This is an optimization exercise on Yosys and OpenROAD, whose aim is small area, a short achievable clock period and few clock cycles per item, not a production implementation. No run shown here included a check of the RTL's function; only the layout flow was run. No activity file was given, so power comes from the tool's default toggle rates.

## flow/design.v (module list and top-level ports; edited modules follow where they fit)
// module alu: 1737 lines
// module fa: 4 lines
// module ha: 4 lines
// module conv3x3: 66 lines
module conv3x3(
    input wire clk,
    input wire rst,
    input wire en,
    input wire [7:0] pixel1,
    input wire [7:0] pixel2,
    input wire [7:0] pixel3,
    input wire [7:0] pixel4,
    input wire [7:0] pixel5,
    input wire [7:0] pixel6,
    input wire [7:0] pixel7,
    input wire [7:0] pixel8,
    input wire [7:0] pixel9,
    input wire [7:0] filter1,
    input wire [7:0] filter2,
    input wire [7:0] filter3,
    input wire [7:0] filter4,
    input wire [7:0] filter5,
    input wire [7:0] filter6,
    input wire [7:0] filter7,
    input wire [7:0] filter8,
    input wire [7:0] filter9,
    output wire [31:0] result,
    output wire done
);
  // ...
==> flow/flow/run.sh <==
#!/bin/bash
set -o pipefail
bash standard.sh "BUFFER_PORTS_ARGS=-buffer_cell sky130_fd_sc_hd__buf_2" finish > standard_flow.log 2>&1
==> flow/standard.sh <==
#!/bin/bash
# synth_recipe.tcl (not shown) runs the flow's synth.tcl, then flattens the netlist and writes it again
# the make line also repeats each setting of config.mk as NAME=value (left out here)
make -C /OpenROAD-flow-scripts/flow DESIGN_CONFIG=/design/flow/config.mk WORK_HOME=/design/flow/orfs CLKGATE_MAP_FILE= SYNTH_SCRIPT=/design/flow/synth_recipe.tcl "${@:-finish}"
==> flow/config.mk <==
export PLATFORM = sky130hd
export DESIGN_NAME = conv3x3
export DESIGN_NICKNAME = conv3x3
export VERILOG_FILES = /design/flow/design.v
export SDC_FILE = /design/flow/constraint.sdc
export NUM_CORES = 4
export LEC_CHECK = 0
export CAP_MARGIN = 20
export CORE_MARGIN = 2
export CORE_UTILIZATION = 40
export SETUP_SLACK_MARGIN = 4
export SLEW_MARGIN = 20
export SYNTH_HIERARCHICAL = 1
==> flow/constraint.sdc <==
create_clock -name core_clock -period 10.0 [get_ports {clk}]
set_input_delay 2.0000 -clock core_clock [delete_from_list [all_inputs] [get_ports {clk}]]
set_output_delay 2.0000 -clock core_clock [all_outputs]
set_load 0.01 [all_outputs]
==> results.cfg, run 1 <==
[cts]
htreeDepth = 2
cts_tree = done
clk_pin_slew_ns = 0.07
cts.sinks = 51

[layout]
layout_commonest_cell = nand2_1
nNonClkBuffers = 168
final_cell_mix = nand2_1, fa_1, buf_2
multiInputGateArea_mm2 = 0.0140
bufAreaShareNonClock_pct = 4.96
seq_area_share_pct = 6.04
clock_area_share_pct = 0.978
final_cells = 2052
nClkBuffers = 6

[route]
met2RoutedLength_mm = 25.6
top_layer = met4
vias = 10919

[grt]
busiest_layer = met2
grt_usage_pct = 26.8
first_global_vias = 12537
met2_usage_pct = 45.2

[critical_path]
worstSetupStartpoint = cs_reg[19]
crit_buf_inv = 3

[sta]
rsz0062_at_grt = yes
fin_crit_sh_pct = 58.8
fmax_ghz = 0.170

[yosys]
yosys_most_used_dff = dfxtp_1
netlist_area_mm2 = 0.0164
syn_inst = 1526
synth.most_common_cell = nand2_1
synth-simple-area-share_pct = 13.8
yosys_warnings = 7
ys_ff_latch = 51

[status]
outcome = finished clean

[placement]
placed_area_mm2 = 0.0168

[power]
pwr-share-clk_pct = 2.9
p_seq_share_pct = 6.5
intPower_mw = 3.36

[die]
pin_count = 180
==> module conv3x3, before the edit <==
module conv3x3(
    input wire clk,
    input wire rst,
    input wire en,
    input wire [7:0] pixel1,
    input wire [7:0] pixel2,
    input wire [7:0] pixel3,
    input wire [7:0] pixel4,
    input wire [7:0] pixel5,
    input wire [7:0] pixel6,
    input wire [7:0] pixel7,
    input wire [7:0] pixel8,
    input wire [7:0] pixel9,
    input wire [7:0] filter1,
    input wire [7:0] filter2,
    input wire [7:0] filter3,
    input wire [7:0] filter4,
    input wire [7:0] filter5,
    input wire [7:0] filter6,
    input wire [7:0] filter7,
    input wire [7:0] filter8,
    input wire [7:0] filter9,
    output wire [31:0] result,
    output wire done
);
wire [49:0] cs;
reg [49:0] cs_reg;
reg done_reg;
alu alu1(
    .pixel1(pixel1),
    .pixel2(pixel2),
    .pixel3(pixel3),
    .pixel4(pixel4),
    .pixel5(pixel5),
    .pixel6(pixel6),
    .pixel7(pixel7),
    .pixel8(pixel8),
    .pixel9(pixel9),
    .filter1(filter1),
    .filter2(filter2),
    .filter3(filter3),
    .filter4(filter4),
    .filter5(filter5),
    .filter6(filter6),
    .filter7(filter7),
    .filter8(filter8),
    .filter9(filter9),
    .cs(cs)
);
always @ (posedge clk)
    cs_reg <= cs;
always @ (posedge clk or posedge rst) begin
    if (rst)
        done_reg <= 1'b0;
    else
        done_reg <= en;
end
wire [19:0] row0 = {cs_reg[49], cs_reg[48], cs_reg[47], cs_reg[43], cs_reg[42], cs_reg[38], cs_reg[34], cs_reg[30], cs_reg[26], cs_reg[22], cs_reg[17], cs_reg[14], cs_reg[10], cs_reg[8], cs_reg[5], cs_reg[4], cs_reg[3], cs_reg[2], cs_reg[1], cs_reg[0]};
wire [19:0] row1 = {1'b0, 1'b0, 1'b0, cs_reg[44], 1'b0, cs_reg[39], cs_reg[35], cs_reg[31], cs_reg[27], cs_reg[23], cs_reg[18], cs_reg[15], cs_reg[11], cs_reg[9], cs_reg[6], 1'b0, 1'b0, 1'b0, 1'b0, 1'b0};
wire [19:0] row2 = {1'b0, 1'b0, 1'b0, cs_reg[45], 1'b0, cs_reg[40], cs_reg[36], cs_reg[32], cs_reg[28], cs_reg[24], cs_reg[19], cs_reg[16], cs_reg[12], 1'b0, cs_reg[7], 1'b0, 1'b0, 1'b0, 1'b0, 1'b0};
wire [19:0] row3 = {1'b0, 1'b0, 1'b0, cs_reg[46], 1'b0, cs_reg[41], cs_reg[37], cs_reg[33], cs_reg[29], cs_reg[25], cs_reg[20], 1'b0, cs_reg[13], 1'b0, 1'b0, 1'b0, 1'b0, 1'b0, 1'b0, 1'b0};
wire [19:0] row4 = {1'b0, 1'b0, 1'b0, 1'b0, 1'b0, 1'b0, 1'b0, 1'b0, 1'b0, 1'b0, cs_reg[21], 1'b0, 1'b0, 1'b0, 1'b0, 1'b0, 1'b0, 1'b0, 1'b0, 1'b0};
wire [19:0] sum = row0 + row1 + row2 + row3 + row4;
assign result = {12'd0, ~sum};
assign done = done_reg;
endmodule
==> run 2, diff against run 1 <==
--- a/flow/design.v
+++ b/flow/design.v
@@ -786,17 +786,17 @@
 fa afa92 (.a(ac56), .b(as86), .c(as87), .s(as92), .co(ac92));
 wire as93, ac93;
 fa afa93 (.a(as88), .b(as89), .c(ac57), .s(as93), .co(ac93));
 wire as94, ac94;
 fa afa94 (.a(as90), .b(ac58), .c(as91), .s(as94), .co(ac94));
 wire as95, ac95;
 fa afa95 (.a(as92), .b(ac59), .c(as93), .s(as95), .co(ac95));
 wire as96, ac96;
-fa afa96 (.a(as94), .b(as95), .c(ac60), .s(as96), .co(ac96));
+fa afa96 (.a(as94), .b(ac60), .c(as95), .s(as96), .co(ac96));
 wire as97, ac97;
 assign as97 = ~(pp1_0_5 ^ pp1_1_4);
 assign ac97 = pp1_0_5 | pp1_1_4;
 wire as98, ac98;
 fa afa98 (.a(pp1_2_3), .b(pp1_3_2), .c(pp1_4_1), .s(as98), .co(ac98));
 wire as99, ac99;
 fa afa99 (.a(pp1_5_0), .b(pp2_0_5), .c(pp2_1_4), .s(as99), .co(ac99));
 wire as100, ac100;
@@ -1101,17 +1101,17 @@
 fa afa248 (.a(as241), .b(ac183), .c(ac184), .s(as248), .co(ac248));
 wire as249, ac249;
 fa afa249 (.a(as242), .b(ac185), .c(ac186), .s(as249), .co(ac249));
 wire as250, ac250;
 fa afa250 (.a(as243), .b(as244), .c(ac187), .s(as250), .co(ac250));
 wire as251, ac251;
 fa afa251 (.a(as245), .b(as246), .c(as247), .s(as251), .co(ac251));
 wire as252, ac252;
-fa afa252 (.a(as248), .b(ac188), .c(ac189), .s(as252), .co(ac252));
+fa afa252 (.a(ac188), .b(ac189), .c(as248), .s(as252), .co(ac252));
 wire as253, ac253;
 fa afa253 (.a(ac190), .b(as249), .c(as250), .s(as253), .co(ac253));
 wire as254, ac254;
 fa afa254 (.a(as251), .b(ac191), .c(as252), .s(as254), .co(ac254));
 wire as255, ac255;
 assign as255 = ~(pp1_1_7 ^ pp1_2_6);
 assign ac255 = pp1_1_7 | pp1_2_6;
 wire as256, ac256;
@@ -1226,17 +1226,17 @@
 fa afa310 (.a(as303), .b(ac247), .c(as304), .s(as310), .co(ac310));
 wire as311, ac311;
 fa afa311 (.a(as305), .b(as306), .c(ac248), .s(as311), .co(ac311));
 wire as312, ac312;
 fa afa312 (.a(as307), .b(ac249), .c(as308), .s(as312), .co(ac312));
 wire as313, ac313;
 fa afa313 (.a(ac250), .b(as309), .c(ac251), .s(as313), .co(ac313));
 wire as314, ac314;
-fa afa314 (.a(as310), .b(as311), .c(ac252), .s(as314), .co(ac314));
+fa afa314 (.a(as310), .b(ac252), .c(as311), .s(as314), .co(ac314));
 wire as315, ac315;
 fa afa315 (.a(as312), .b(ac253), .c(as313), .s(as315), .co(ac315));
 wire as316, ac316;
 fa afa316 (.a(pp1_2_7), .b(pp1_3_6), .c(pp1_4_5), .s(as316), .co(ac316));
 wire as317, ac317;
 fa afa317 (.a(pp1_5_4), .b(pp1_6_3), .c(pp1_7_2), .s(as317), .co(ac317));
 wire as318, ac318;
 fa afa318 (.a(pp2_2_7), .b(pp2_3_6), .c(pp2_4_5), .s(as318), .co(ac318));
@@ -1332,23 +1332,23 @@
 fa afa363 (.a(ac302), .b(ac303), .c(as356), .s(as363), .co(ac363));
 wire as364, ac364;
 fa afa364 (.a(ac304), .b(ac305), .c(ac306), .s(as364), .co(ac364));
 wire as365, ac365;
 fa afa365 (.a(as357), .b(as358), .c(as359), .s(as365), .co(ac365));
 wire as366, ac366;
 fa afa366 (.a(as360), .b(as361), .c(ac307), .s(as366), .co(ac366));
 wire as367, ac367;
-fa afa367 (.a(as362), .b(ac308), .c(ac309), .s(as367), .co(ac367));
+fa afa367 (.a(ac308), .b(as362), .c(ac309), .s(as367), .co(ac367));
 wire as368, ac368;
 fa afa368 (.a(as363), .b(ac310), .c(as364), .s(as368), .co(ac368));
 wire as369, ac369;
 fa afa369 (.a(as365), .b(ac311), .c(as366), .s(as369), .co(ac369));
 wire as370, ac370;
-fa afa370 (.a(ac312), .b(as367), .c(as368), .s(as370), .co(ac370));
+fa afa370 (.a(ac312), .b(as367), .c(ac313), .s(as370), .co(ac370));
 wire as371, ac371;
 fa afa371 (.a(pp1_3_7), .b(pp1_4_6), .c(pp1_5_5), .s(as371), .co(ac371));
 wire as372, ac372;
 fa afa372 (.a(pp1_6_4), .b(pp1_7_3), .c(pp2_3_7), .s(as372), .co(ac372));
 wire as373, ac373;
 fa afa373 (.a(pp2_4_6), .b(pp2_5_5), .c(pp2_6_4), .s(as373), .co(ac373));
 wire as374, ac374;
 fa afa374 (.a(pp2_7_3), .b(pp3_3_7), .c(pp3_4_6), .s(as374), .co(ac374));
@@ -1426,25 +1426,25 @@
 fa afa410 (.a(as403), .b(as404), .c(ac356), .s(as410), .co(ac410));
 wire as411, ac411;
 fa afa411 (.a(ac357), .b(ac358), .c(ac359), .s(as411), .co(ac411));
 wire as412, ac412;
 fa afa412 (.a(ac360), .b(ac361), .c(as405), .s(as412), .co(ac412));
 wire as413, ac413;
 fa afa413 (.a(as406), .b(as407), .c(as408), .s(as413), .co(ac413));
 wire as414, ac414;
-fa afa414 (.a(as409), .b(ac362), .c(as410), .s(as414), .co(ac414));
+fa afa414 (.a(as409), .b(ac362), .c(ac363), .s(as414), .co(ac414));
 wire as415, ac415;
-fa afa415 (.a(ac363), .b(ac364), .c(ac365), .s(as415), .co(ac415));
+fa afa415 (.a(as410), .b(ac364), .c(ac365), .s(as415), .co(ac415));
 wire as416, ac416;
-fa afa416 (.a(as411), .b(as412), .c(as413), .s(as416), .co(ac416));
+fa afa416 (.a(as411), .b(as412), .c(ac366), .s(as416), .co(ac416));
 wire as417, ac417;
-fa afa417 (.a(ac366), .b(as414), .c(ac367), .s(as417), .co(ac417));
+fa afa417 (.a(as413), .b(ac367), .c(as414), .s(as417), .co(ac417));
 wire as418, ac418;
-fa afa418 (.a(ac368), .b(as415), .c(as416), .s(as418), .co(ac418));
+fa afa418 (.a(ac368), .b(as415), .c(ac369), .s(as418), .co(ac418));
 wire as419, ac419;
 fa afa419 (.a(pp1_4_7), .b(pp1_5_6), .c(pp1_6_5), .s(as419), .co(ac419));
 wire as420, ac420;
 fa afa420 (.a(pp1_7_4), .b(pp2_4_7), .c(pp2_5_6), .s(as420), .co(ac420));
 wire as421, ac421;
 fa afa421 (.a(pp2_6_5), .b(pp2_7_4), .c(pp3_4_7), .s(as421), .co(ac421));
 wire as422, ac422;
 fa afa422 (.a(pp3_5_6), .b(pp3_6_5), .c(pp3_7_4), .s(as422), .co(ac422));
@@ -1508,23 +1508,23 @@
 fa afa451 (.a(as445), .b(ac405), .c(ac406), .s(as451), .co(ac451));
 wire as452, ac452;
 fa afa452 (.a(ac407), .b(as446), .c(ac408), .s(as452), .co(ac452));
 wire as453, ac453;
 fa afa453 (.a(ac409), .b(as447), .c(as448), .s(as453), .co(ac453));
 wire as454, ac454;
 fa afa454 (.a(as449), .b(as450), .c(ac410), .s(as454), .co(ac454));
 wire as455, ac455;
-fa afa455 (.a(as451), .b(ac411), .c(ac412), .s(as455), .co(ac455));
+fa afa455 (.a(ac411), .b(ac412), .c(as451), .s(as455), .co(ac455));
 wire as456, ac456;
 fa afa456 (.a(ac413), .b(as452), .c(as453), .s(as456), .co(ac456));
 wire as457, ac457;
 fa afa457 (.a(ac414), .b(as454), .c(ac415), .s(as457), .co(ac457));
 wire as458, ac458;
-fa afa458 (.a(as455), .b(as456), .c(ac416), .s(as458), .co(ac458));
+fa afa458 (.a(as455), .b(ac416), .c(as456), .s(as458), .co(ac458));
 wire as459, ac459;
 assign as459 = ~(pp1_5_7 ^ pp1_6_6);
 assign ac459 = pp1_5_7 | pp1_6_6;
 wire as460, ac460;
 fa afa460 (.a(pp1_7_5), .b(pp2_5_7), .c(pp2_6_6), .s(as460), .co(ac460));
 wire as461, ac461;
 fa afa461 (.a(pp2_7_5), .b(pp3_5_7), .c(pp3_6_6), .s(as461), .co(ac461));
 wire as462, ac462;
@@ -1573,23 +1573,23 @@
 fa afa483 (.a(ac445), .b(as477), .c(as478), .s(as483), .co(ac483));
 wire as484, ac484;
 fa afa484 (.a(as479), .b(ac446), .c(ac447), .s(as484), .co(ac484));
 wire as485, ac485;
 fa afa485 (.a(ac448), .b(as480), .c(ac449), .s(as485), .co(ac485));
 wire as486, ac486;
 fa afa486 (.a(ac450), .b(as481), .c(as482), .s(as486), .co(ac486));
 wire as487, ac487;
-fa afa487 (.a(as483), .b(ac451), .c(as484), .s(as487), .co(ac487));
+fa afa487 (.a(as483), .b(ac451), .c(ac452), .s(as487), .co(ac487));
 wire as488, ac488;
-fa afa488 (.a(ac452), .b(ac453), .c(as485), .s(as488), .co(ac488));
+fa afa488 (.a(ac453), .b(as484), .c(as485), .s(as488), .co(ac488));
 wire as489, ac489;
 fa afa489 (.a(as486), .b(ac454), .c(ac455), .s(as489), .co(ac489));
 wire as490, ac490;
-fa afa490 (.a(as487), .b(ac456), .c(as488), .s(as490), .co(ac490));
+fa afa490 (.a(ac456), .b(as487), .c(as488), .s(as490), .co(ac490));
 wire as491, ac491;
 fa afa491 (.a(pp1_6_7), .b(pp1_7_6), .c(pp2_6_7), .s(as491), .co(ac491));
 wire as492, ac492;
 fa afa492 (.a(pp2_7_6), .b(pp3_6_7), .c(pp3_7_6), .s(as492), .co(ac492));
 wire as493, ac493;
 fa afa493 (.a(pp4_6_7), .b(pp4_7_6), .c(pp5_6_7), .s(as493), .co(ac493));
 wire as494, ac494;
 fa afa494 (.a(pp5_7_6), .b(pp6_6_7), .c(pp6_7_6), .s(as494), .co(ac494));
@@ -1621,21 +1621,21 @@
 fa afa507 (.a(ac478), .b(as502), .c(ac479), .s(as507), .co(ac507));
 wire as508, ac508;
 fa afa508 (.a(as503), .b(as504), .c(as505), .s(as508), .co(ac508));
 wire as509, ac509;
 fa afa509 (.a(ac480), .b(ac481), .c(ac482), .s(as509), .co(ac509));
 wire as510, ac510;
 fa afa510 (.a(ac483), .b(as506), .c(as507), .s(as510), .co(ac510));
 wire as511, ac511;
-fa afa511 (.a(as508), .b(ac484), .c(as509), .s(as511), .co(ac511));
+fa afa511 (.a(as508), .b(ac484), .c(ac485), .s(as511), .co(ac511));
 wire as512, ac512;
-fa afa512 (.a(ac485), .b(ac486), .c(as510), .s(as512), .co(ac512));
+fa afa512 (.a(ac486), .b(as509), .c(as510), .s(as512), .co(ac512));
 wire as513, ac513;
-fa afa513 (.a(ac487), .b(as511), .c(ac488), .s(as513), .co(ac513));
+fa afa513 (.a(ac487), .b(ac488), .c(as511), .s(as513), .co(ac513));
 wire as514, ac514;
 fa afa514 (.a(pp1_7_7), .b(pp2_7_7), .c(pp3_7_7), .s(as514), .co(ac514));
 wire as515, ac515;
 fa afa515 (.a(pp4_7_7), .b(pp5_7_7), .c(pp6_7_7), .s(as515), .co(ac515));
 wire as516, ac516;
 fa afa516 (.a(pp7_7_7), .b(pp8_7_7), .c(pp9_7_7), .s(as516), .co(ac516));
 wire as517, ac517;
 fa afa517 (.a(ac491), .b(ac492), .c(ac493), .s(as517), .co(ac517));
@@ -1663,55 +1663,53 @@
 fa afa528 (.a(ac514), .b(ac515), .c(ac516), .s(as528), .co(ac528));
 wire as529, ac529;
 fa afa529 (.a(ac517), .b(ac518), .c(ac519), .s(as529), .co(ac529));
 wire as530, ac530;
 fa afa530 (.a(as528), .b(ac520), .c(ac521), .s(as530), .co(ac530));
 wire as531, ac531;
 fa afa531 (.a(as529), .b(ac522), .c(ac523), .s(as531), .co(ac531));
 wire as532, ac532;
-fa afa532 (.a(as530), .b(ac524), .c(as531), .s(as532), .co(ac532));
+fa afa532 (.a(as530), .b(ac524), .c(ac525), .s(as532), .co(ac532));
 wire as533, ac533;
-fa afa533 (.a(ac525), .b(ac526), .c(as532), .s(as533), .co(ac533));
-wire ahs0, ahc0;
-ha aha0 (.a(ac527), .b(as533), .s(ahs0), .co(ahc0));
+fa afa533 (.a(as531), .b(ac526), .c(as532), .s(as533), .co(ac533));
 wire as534, ac534;
 assign as534 = ~(ac528 ^ ac529);
 assign ac534 = ac528 | ac529;
 wire as535, ac535;
 fa afa535 (.a(ac530), .b(as534), .c(ac531), .s(as535), .co(ac535));
 wire as536, ac536;
 assign as536 = ~(ac534 ^ ac535);
 assign ac536 = ac534 | ac535;
-wire ahs1, ahc1;
-assign ahs1 = ~ac536;
-assign ahc1 = ac536;
+wire ahs0, ahc0;
+assign ahs0 = ~ac536;
+assign ahc0 = ac536;
 assign cs[0] = as3;   
 assign cs[1] = as14;   
 assign cs[2] = as33;   
 assign cs[3] = as60;   
 assign cs[4] = as96;   
 assign cs[5] = as139;   
-assign cs[6] = as140;   
-assign cs[7] = ac96;   
+assign cs[6] = ac96;   
+assign cs[7] = as140;   
 assign cs[8] = ac140;   
 assign cs[9] = as193;   
 assign cs[10] = ac192;   
 assign cs[11] = as253;   
 assign cs[12] = as254;   
 assign cs[13] = ac193;   
 assign cs[14] = ac254;   
 assign cs[15] = as314;   
 assign cs[16] = as315;   
-assign cs[17] = ac313;   
-assign cs[18] = as369;   
-assign cs[19] = ac314;   
-assign cs[20] = as370;   
-assign cs[21] = ac315;   
-assign cs[22] = ac369;   
+assign cs[17] = as368;   
+assign cs[18] = ac314;   
+assign cs[19] = as369;   
+assign cs[20] = ac315;   
+assign cs[21] = as370;   
+assign cs[22] = as416;   
 assign cs[23] = as417;   
 assign cs[24] = ac370;   
 assign cs[25] = as418;   
 assign cs[26] = ac417;   
 assign cs[27] = as457;   
 assign cs[28] = ac418;   
 assign cs[29] = as458;   
 assign cs[30] = ac457;   
@@ -1719,26 +1717,26 @@
 assign cs[32] = ac458;   
 assign cs[33] = as490;   
 assign cs[34] = as512;   
 assign cs[35] = ac489;   
 assign cs[36] = ac490;   
 assign cs[37] = as513;   
 assign cs[38] = as526;   
 assign cs[39] = ac512;   
-assign cs[40] = as527;   
-assign cs[41] = ac513;   
-assign cs[42] = ahs0;   
-assign cs[43] = ac532;   
-assign cs[44] = as535;   
-assign cs[45] = ac533;   
-assign cs[46] = ahc0;   
+assign cs[40] = ac513;   
+assign cs[41] = as527;   
+assign cs[42] = ac527;   
+assign cs[43] = as533;   
+assign cs[44] = ac532;   
+assign cs[45] = as535;   
+assign cs[46] = ac533;   
 assign cs[47] = as536;   
-assign cs[48] = ahs1;   
-assign cs[49] = ahc1;   
+assign cs[48] = ahs0;   
+assign cs[49] = ahc0;   
 endmodule
 module fa (input wire a, input wire b, input wire c, output wire s, output wire co);
 assign s = a ^ b ^ c;
 assign co = (a & b) | (a & c) | (b & c);
 endmodule
 module ha (input wire a, input wire b, output wire s, output wire co);
 assign s = a ^ b;
 assign co = a & b;
@@ -1795,17 +1793,72 @@
 always @ (posedge clk)
     cs_reg <= cs;
 always @ (posedge clk or posedge rst) begin
     if (rst)
         done_reg <= 1'b0;
     else
         done_reg <= en;
 end
-wire [19:0] row0 = {cs_reg[49], cs_reg[48], cs_reg[47], cs_reg[43], cs_reg[42], cs_reg[38], cs_reg[34], cs_reg[30], cs_reg[26], cs_reg[22], cs_reg[17], cs_reg[14], cs_reg[10], cs_reg[8], cs_reg[5], cs_reg[4], cs_reg[3], cs_reg[2], cs_reg[1], cs_reg[0]};
-wire [19:0] row1 = {1'b0, 1'b0, 1'b0, cs_reg[44], 1'b0, cs_reg[39], cs_reg[35], cs_reg[31], cs_reg[27], cs_reg[23], cs_reg[18], cs_reg[15], cs_reg[11], cs_reg[9], cs_reg[6], 1'b0, 1'b0, 1'b0, 1'b0, 1'b0};
-wire [19:0] row2 = {1'b0, 1'b0, 1'b0, cs_reg[45], 1'b0, cs_reg[40], cs_reg[36], cs_reg[32], cs_reg[28], cs_reg[24], cs_reg[19], cs_reg[16], cs_reg[12], 1'b0, cs_reg[7], 1'b0, 1'b0, 1'b0, 1'b0, 1'b0};
-wire [19:0] row3 = {1'b0, 1'b0, 1'b0, cs_reg[46], 1'b0, cs_reg[41], cs_reg[37], cs_reg[33], cs_reg[29], cs_reg[25], cs_reg[20], 1'b0, cs_reg[13], 1'b0, 1'b0, 1'b0, 1'b0, 1'b0, 1'b0, 1'b0};
-wire [19:0] row4 = {1'b0, 1'b0, 1'b0, 1'b0, 1'b0, 1'b0, 1'b0, 1'b0, 1'b0, 1'b0, cs_reg[21], 1'b0, 1'b0, 1'b0, 1'b0, 1'b0, 1'b0, 1'b0, 1'b0, 1'b0};
-wire [19:0] sum = row0 + row1 + row2 + row3 + row4;
+wire bhs1, bhc1;
+ha bha1 (.a(cs_reg[5]), .b(cs_reg[6]), .s(bhs1), .co(bhc1));
+wire bhs2, bhc2;
+ha bha2 (.a(cs_reg[8]), .b(cs_reg[9]), .s(bhs2), .co(bhc2));
+wire bs537, bc537;
+fa bfa537 (.a(cs_reg[10]), .b(cs_reg[11]), .c(cs_reg[12]), .s(bs537), .co(bc537));
+wire bhs3, bhc3;
+ha bha3 (.a(cs_reg[13]), .b(bhc2), .s(bhs3), .co(bhc3));
+wire bs538, bc538;
+fa bfa538 (.a(cs_reg[14]), .b(cs_reg[15]), .c(cs_reg[16]), .s(bs538), .co(bc538));
+wire bhs4, bhc4;
+ha bha4 (.a(bc537), .b(bs538), .s(bhs4), .co(bhc4));
+wire bs539, bc539;
+fa bfa539 (.a(cs_reg[17]), .b(cs_reg[18]), .c(cs_reg[19]), .s(bs539), .co(bc539));
+wire bs540, bc540;
+fa bfa540 (.a(cs_reg[20]), .b(cs_reg[21]), .c(bc538), .s(bs540), .co(bc540));
+wire bhs5, bhc5;
+ha bha5 (.a(bs539), .b(bhc4), .s(bhs5), .co(bhc5));
+wire bs541, bc541;
+fa bfa541 (.a(cs_reg[22]), .b(cs_reg[23]), .c(cs_reg[24]), .s(bs541), .co(bc541));
+wire bs542, bc542;
+fa bfa542 (.a(cs_reg[25]), .b(bc539), .c(bs541), .s(bs542), .co(bc542));
+wire bhs6, bhc6;
+ha bha6 (.a(bc540), .b(bs542), .s(bhs6), .co(bhc6));
+wire bs543, bc543;
+fa bfa543 (.a(cs_reg[26]), .b(cs_reg[27]), .c(cs_reg[28]), .s(bs543), .co(bc543));
+wire bs544, bc544;
+fa bfa544 (.a(cs_reg[29]), .b(bc541), .c(bs543), .s(bs544), .co(bc544));
+wire bhs7, bhc7;
+ha bha7 (.a(bc542), .b(bs544), .s(bhs7), .co(bhc7));
+wire bs545, bc545;
+fa bfa545 (.a(cs_reg[30]), .b(cs_reg[31]), .c(cs_reg[32]), .s(bs545), .co(bc545));
+wire bs546, bc546;
+fa bfa546 (.a(cs_reg[33]), .b(bc543), .c(bs545), .s(bs546), .co(bc546));
+wire bhs8, bhc8;
+ha bha8 (.a(bc544), .b(bs546), .s(bhs8), .co(bhc8));
+wire bs547, bc547;
+fa bfa547 (.a(cs_reg[34]), .b(cs_reg[35]), .c(cs_reg[36]), .s(bs547), .co(bc547));
+wire bs548, bc548;
+fa bfa548 (.a(cs_reg[37]), .b(bc545), .c(bs547), .s(bs548), .co(bc548));
+wire bhs9, bhc9;
+ha bha9 (.a(bc546), .b(bs548), .s(bhs9), .co(bhc9));
+wire bs549, bc549;
+fa bfa549 (.a(cs_reg[38]), .b(cs_reg[39]), .c(cs_reg[40]), .s(bs549), .co(bc549));
+wire bs550, bc550;
+fa bfa550 (.a(cs_reg[41]), .b(bc547), .c(bs549), .s(bs550), .co(bc550));
+wire bhs10, bhc10;
+ha bha10 (.a(bc548), .b(bs550), .s(bhs10), .co(bhc10));
+wire bs551, bc551;
+fa bfa551 (.a(cs_reg[42]), .b(cs_reg[43]), .c(bc549), .s(bs551), .co(bc551));
+wire bhs11, bhc11;
+ha bha11 (.a(bc550), .b(bs551), .s(bhs11), .co(bhc11));
+wire bs552, bc552;
+fa bfa552 (.a(cs_reg[44]), .b(cs_reg[45]), .c(cs_reg[46]), .s(bs552), .co(bc552));
+wire bhs12, bhc12;
+ha bha12 (.a(bs552), .b(bc551), .s(bhs12), .co(bhc12));
+wire bhs13, bhc13;
+ha bha13 (.a(cs_reg[47]), .b(bc552), .s(bhs13), .co(bhc13));
+wire [19:0] rowa = {cs_reg[49], cs_reg[48], bhc12, bhc11, bhc10, bhc9, bhc8, bhc7, bhc6, bhc5, bs540, bhc3, bs537, bhc1, cs_reg[7], cs_reg[4], cs_reg[3], cs_reg[2], cs_reg[1], cs_reg[0]};
+wire [19:0] rowb = {1'b0, bhc13, bhs13, bhs12, bhs11, bhs10, bhs9, bhs8, bhs7, bhs6, bhs5, bhs4, bhs3, bhs2, bhs1, 1'b0, 1'b0, 1'b0, 1'b0, 1'b0};
+wire [19:0] sum = rowa + rowb;
 assign result = {12'd0, ~sum};
 assign done = done_reg;
 endmodule
==> flow/config.mk (replaced) <==
export PLATFORM = sky130hd
export DESIGN_NAME = conv3x3
export DESIGN_NICKNAME = conv3x3
export VERILOG_FILES = /design/flow/design.v
export SDC_FILE = /design/flow/constraint.sdc
export NUM_CORES = 4
export LEC_CHECK = 0
export CAP_MARGIN = 20
export CORE_MARGIN = 2
export CORE_UTILIZATION = 65
export SETUP_SLACK_MARGIN = 4.3
export SLEW_MARGIN = 20
export SYNTH_HIERARCHICAL = 1
==> run 2 against run 1 <==
  * Final cell count down 11%
  * Non-clock buffer count decreased by 1
  * Flip-flop and latch count did not move
  * Core utilization is 27 points higher
==> results.cfg, run 2 <==
[sta]
fin_crit_ns = 5.64
hold_slack_ns = 1.49
setup_viol = 0
rsz0062_at_grt = no
slew_violations = 0
slew_headroom_pct = 53.0
final_hold_viol_count = 0
fin_crit_sh_pct = 56.4
timing.final.ws_setup_ns = 4.36
fmax_ghz = 0.177
setup_tns_ns = 0
tightest_slew_ns = 0.698

[critical_path]
critical_path_peak_fanout = 8
critical_path.cell_chain = buf_2 > nand2_1 > fa_1 > fa_1 > fa_1 > fa_2 > fa_1 > fa_1 > fa_1
cp-end-kind = flip-flop
max_stage_delay_ns = 0.63
crit_type = primary input to flip-flop
worst_path_max_delay_cell = fa_1
cp-start-kind = primary input
cpMostUsedCell = fa_1
cp_data_arrival_time_ns = 5.81
crit_buf_inv = 1
required_ns = 10.17
path_delay_family = adder cells

[yosys]
netlist_area_mm2 = 0.0163
synth_top_cell_area_share_pct = 66.8
synth.most_common_cell = nand2_1
yosys_most_used_dff = dfxtp_1
ys_ff_latch = 51
synth-edff-count = 0
synth_area_leaders = fa_1, nand2_1, dfxtp_1
avgSynthCellArea_um2 = 10.8
synth_top_area_cell = fa_1
synthTopCellsByCount = nand2_1, fa_1, buf_2
async_flop_share_pct = 1.96
synth_cell_types = 39
ys_seq_area_share_pct = 6.29
syn_inst = 1513
yosys_warnings = 7

[grt]
grt_pass1_wl_mm = 74.4
grt_antenna_before_repair = 0
grt_usage_pct = 40.2
use_met3_pct = 7.16
met2_usage_pct = 62.0
met1_usage_pct = 53.6
gr-total-overflow = 0
first_global_vias = 12346
grt_max_degree = 17
busiest_layer = met2

[route]
routed_wl_mm = 48.8
drc_errors = 0
antenna_left = 0
first_pass_iters = 5
vias = 11335
dr.first_iter.drc_count = 1278
route.detailed.wl_per_inst_um = 26.7
viasPerCell = 6.20

[power]
power.leakage_nw = 6.08
pwr_density_cell_mw_per_mm2 = 411
pwr-share-clk_pct = 3.0
irDropWorstVdd_mv = 0.663
p_seq_share_pct = 6.8
power_mw = 6.92
intPower_mw = 3.32
swShare_pct = 52.1
p_sw_mw = 3.61
combPwrFrac_pct = 90.2

[run]
maxCapViolCount = 0

[cts]
clockBufferDepth = 2
cts_tree = done
htreeDepth = 2
cts_setup_buffers = 0
cts-root-buf = clkbuf_16
cts_resized = 0
cts_made_buffers = 5
hold_buffers = 0
clk_pin_slew_ns = 0.10
cts.sinks = 51

[layout]
layout_commonest_cell = nand2_1
num-fill-cells = 1925
multiInputGateArea_mm2 = 0.0142
final_cells = 1829
largest_reg_flops = 50
regArea_mm2 = 0.00103
drive_gt1_share_pct = 15.8
area_growth_pct = 3.17
nNetsFinal = 2233
final_cell_mix = nand2_1, fa_1, buf_2
antenna_cells = 0

[die]
pin_count = 180
row_count = 57
start_util_pct = 66.7
die_area_mm2 = 0.0264
core_region_area_mm2 = 0.0245
fp.dieH_um = 162
die_w_um = 162

[placement]
dp_slack_ns = 4.02
dp.cells = 1821
port_buffers = 167
gp_congestion = 1.02
hpwl_mm = 44.5

[worst_hold_path]
min_path_type = primary input to async pin

[status]
outcome = finished clean
## run 2: kinds of logic (layout without fill, tap and decap cells)
kind of cell,Yosys count,in the layout,synth area share (%)
XOR/XNOR,10,10,0.537
AND/OR/NAND/NOR,608,608,14.4
flip-flops,51,51,6.29
AO/OA/AOI/OAI,34,34,1.40
adder cells (fa/ha/maj),582,582,69.7
other,1,12,0.0230
buffers and inverters,227,208,7.65
## run 2: path summary, 6_finish.rpt
path	startpoint	cells after the start	end
min in group core_clock	en	1	done_reg
setup / recovery	pixel8[0]	9	cs_reg[25]
max in group asynchronous	rst	2	done_reg
hold / removal	rst	2	done_reg
## run 2: power by group through the flow
stage	Clock (mW)	Sequential, mW	Combinational (mW)
floorplan	0	0.471	5.78
global placement	0	0.474	6.12
detailed placement	0	0.477	6.27
CTS	0.214	0.472	6.31
global route	0.220	0.482	6.99
finish	0.210	0.469	6.24
## run 2: layout make-up
cell class | count | share of cell area (%)
multi-input combinational | 1246 | 84.6
sequential | 51 | 6.10
timing repair buffer | 167 | 5.22
tap | 324 | 2.41
clock buffer | 6 | 0.766
inverter | 33 | 0.736
clock inverter | 2 | 0.223
## run 2: per-layer routing
| metal | up-vias | share of wire, % |
|---|---|---|
| li1 | 4393 | - |
| met1 | 5846 | 34 |
| met2 | 919 | 47 |
| met3 | 177 | 12 |
| met4 | 0 | 8.1 |
| met5 | - | 0 |
## run 2: through the flow
| stage | area (um2) | util [%] |
|---|---|---|
| 6_report | 16800 | 68.8 |
| 5_1_grt | 16800 | 68.8 |
| 4_1_cts | 16800 | 68.6 |
| 3_5_place_dp | 16600 | 67.9 |
| 3_3_place_gp | 16600 | 67.9 |
| 2_1_floorplan | 16600 | - |
## run 2: modules after synthesis, one instance, submodules excluded
module   cells  flops+latches  cell area (um2)
alu        790              0             3450
fa           1              0             20.0
ha           1              0             12.5
conv3x3    167             51             1830

## what the ideal ports hide
The flow's constraints put no driver on any port. The routed layouts listed below were extracted and timed again, unchanged, in two steps. Step 1: set_driving_cell puts a clkbuf_16 on clk and a buf_2 on each other input, an assumption about the parent block. Step 2 adds t to the input delays and takes it off the output delays; t is the mean of the earliest and latest rising clock arrival at the registers after step 1. Input paths then give back, and output paths get back, about the clock's delay inside the block. a / b / c = ideal ports / drivers / drivers and shift; a / b = the first two.
run | t (ns) | setup WS [ns] | worst setup path at the end | worst register clock-pin slew, ns | pins driven straight from the clock port
run 1 | 0.358 | 4.121 / 4.076 / 3.907 | input to register | 0.07 / 0.07 | 1
run 2 | 0.363 | 4.360 / 4.387 / 4.024 | input to register | 0.10 / 0.10 | 1
After both steps setup and hold are still met in every run listed. For run 2, which loses most, drivers alone change the setup slack by +0.027 ns; drivers and shift together by -0.336 ns.
